Context: an optimization exercise on an open-source flow, tuned for small area. The choices shown serve that exercise and are no tape-out recipe. Function was checked by simulation only, so behaviour that the tests miss may differ from the original. Power and IR drop assume default switching activity.

v51:
// elink_trig_summer
module elink_trig_summer(clk,reset,data_in1,data_in2,data_in3,data_in4,data_out);
Size in the first run: ~480 cells after synthesis, about 230 flip-flops, ~63 I/O pins.
Settings: LEC_CHECK=0, CAP_MARGIN=20, CORE_MARGIN=2, CORE_UTILIZATION=60, CTS_BUF_LIST=sky130_fd_sc_hd__clkbuf_4, CTS_CLUSTER_DIAMETER=40, CTS_CLUSTER_SIZE=10, GPL_TIMING_DRIVEN=0, SLEW_MARGIN=20; clock period 5.0 ns.
run.sh (not shown) runs the stock make flow with config.mk's settings and CLKGATE_MAP_FILE= SYNTH_SCRIPT=/design/flow/synth_recipe.tcl, a recipe that flattens the netlist after the stock synthesis.
v51 finished every step from synthesis to the final layout, and the layout passed the timing, design-rule and antenna checks.
Relative to v51, the following input files were edited for v41:
- a deleted GPL_TIMING_DRIVEN that had been 0
==> comparison <==
v41 and v51 ended up with nearly the same global-route usage.
Relative to v51, register-to-register slack increased by 0.05 ns in v41.
Critical path startpoint = data_in1[3]: v51; critical path startpoint = data_in1[4]: v41
Per the comparison of v41 with v51, detailed placement HPWL climbed 210 um; actual slew at the worst max-slew pin climbed 0.34 ns; pin count of the biggest net entering global routing climbed 2.
Time the final worst path needs with I/O delays and setup ended up 0.10 ns lower on v41 than on v51.
Between v51 and v41, the via count figures differ only marginally.
Relative to v51, the maximum achievable frequency measured on v41 has increased by a few percent.
Modified inputs, v54 compared to v41
- CTS_CLUSTER_SIZE no longer set, was 10
- CTS_CLUSTER_DIAMETER no longer set, was 40
- CTS_BUF_LIST no longer set, was sky130_fd_sc_hd__clkbuf_4
==> flow/flow/run.sh (new file) <==
#!/bin/bash
# Standard ORFS layout with smaller port buffers and a clock tree of small
# buffers without dummy loads. Each tool's output is logged under orfs/logs;
# the make output goes to flow_make.log in the work folder.
set -euo pipefail
bash standard.sh \
  "BUFFER_PORTS_ARGS=-buffer_cell sky130_fd_sc_hd__buf_1" \
  "CTS_ARGS=-sink_clustering_enable -repair_clock_nets -dont_use_dummy_load -buf_list sky130_fd_sc_hd__clkbuf_4 -sink_clustering_size 10 -sink_clustering_max_diameter 40" \
  finish > flow_make.log 2>&1
==> flow/standard.sh (new file) <==
#!/bin/bash
# synth_recipe.tcl (not shown) runs the flow's synth.tcl, then flattens the netlist and writes it again
# the make line also repeats each setting of config.mk as NAME=value (left out here)
make -C /OpenROAD-flow-scripts/flow DESIGN_CONFIG=/design/flow/config.mk WORK_HOME=/design/flow/orfs CLKGATE_MAP_FILE= SYNTH_SCRIPT=/design/flow/synth_recipe.tcl "${@:-finish}"
removed: flow/run.sh
==> summary.txt <==
- Arrival time of data at the critical path endpoint, v54 and v41: lower on v54
- Relative to v41, the post-cts resize count of v54 is lower by 1.
- Diff v41 -> v54: clock network power -7.7%, first-pass GRT wire length dropped 4.1%, HPWL after detailed placement dropped about 4%, final clock skew rose by 0.017 ns.
The following lists how v44 was set up differently from v54:
==> flow/flow/run.sh <==
#!/bin/bash
# Standard ORFS layout, except:
#  - synthesis skips Yosys's generic ABC pass before full-adder extraction
#    (flow/my_synth.tcl), so the adders map to clean fa/ha cells;
#  - ports get buf_1 buffers;
#  - the clock tree uses clkbuf_4 without dummy loads.
# Each tool's output is logged under orfs/logs; make's output goes to flow_make.log.
set -euo pipefail
W=$PWD
bash standard.sh \
  "SYNTH_SCRIPT=$W/flow/my_synth.tcl" \
  "BUFFER_PORTS_ARGS=-buffer_cell sky130_fd_sc_hd__buf_1" \
  "CTS_ARGS=-sink_clustering_enable -repair_clock_nets -dont_use_dummy_load -buf_list sky130_fd_sc_hd__clkbuf_4 -sink_clustering_size 10 -sink_clustering_max_diameter 40" \
  finish > flow_make.log 2>&1
==> flow/flow/my_synth.tcl (new file) <==
proc synth {args} {
  if {[lsearch -exact $args "fine:"] >= 0} {
    yosys synth -nofsm -noshare -noabc {*}$args
  } else {
    yosys synth -nofsm -noshare {*}$args
  }
}
source $::env(SCRIPTS_DIR)/synth.tcl
# left out here: clear keep_hierarchy, flatten, clean up, hide names made inside functions, write 1_2_yosys.v
Findings:
Floorplan row count came out exactly the same in v44 and v54. v54 -> v44: number of global-route vias before repair decreased by a few percent. v44 -> v54: length of the first detailed-routing pass in iterations delta 0, exact match. v44 vs. v54: power went up by 1.7%. Number of instances in the synthesized netlist, v44 and v54: larger value in v54. Summary of v44 over v54: final hold slack went down by 0.021 ns, internal power went up 21 uW, maximum fanout count along the critical path fell by 5, width of the chip down 1.3 um. v44 did not stop at any stage, and its layout met the timing, design-rule and antenna checks.

re-timing with driven ports:
Ports are ideal in the flow. The routed layouts listed here were re-timed in OpenROAD.
Step 1, drivers: a clkbuf_16 drives clk and a buf_2 each remaining input, both assumed.
Step 2 times the ports against the registers' clock, not the clock port: input delays grow and output delays shrink by t, the midpoint of the rising clock arrivals with the driver on.
Three values: ideal ports, drivers, drivers and shift; two values: the first two.
run	t (ns)	setup slack, ns	clock arrival spread, ns	slew at the worst register clock pin (ns)	pins driven straight from the clock port
v51	0.592	0.078 / 0.086 / -0.506	0.038 / 0.038	0.10 / 0.10	1
v41	0.613	0.182 / 0.186 / -0.428	0.023 / 0.023	0.10 / 0.10	1
v54	0.592	0.355 / 0.359 / -0.233	0.042 / 0.042	0.10 / 0.10	1
v44	0.588	0.326 / 0.337 / -0.251	0.078 / 0.078	0.10 / 0.10	1
Met with ideal ports but missed after step 2: setup timing in every run listed. For v41, which loses most, drivers alone change the setup slack by +0.004 ns; drivers and shift together by -0.610 ns.
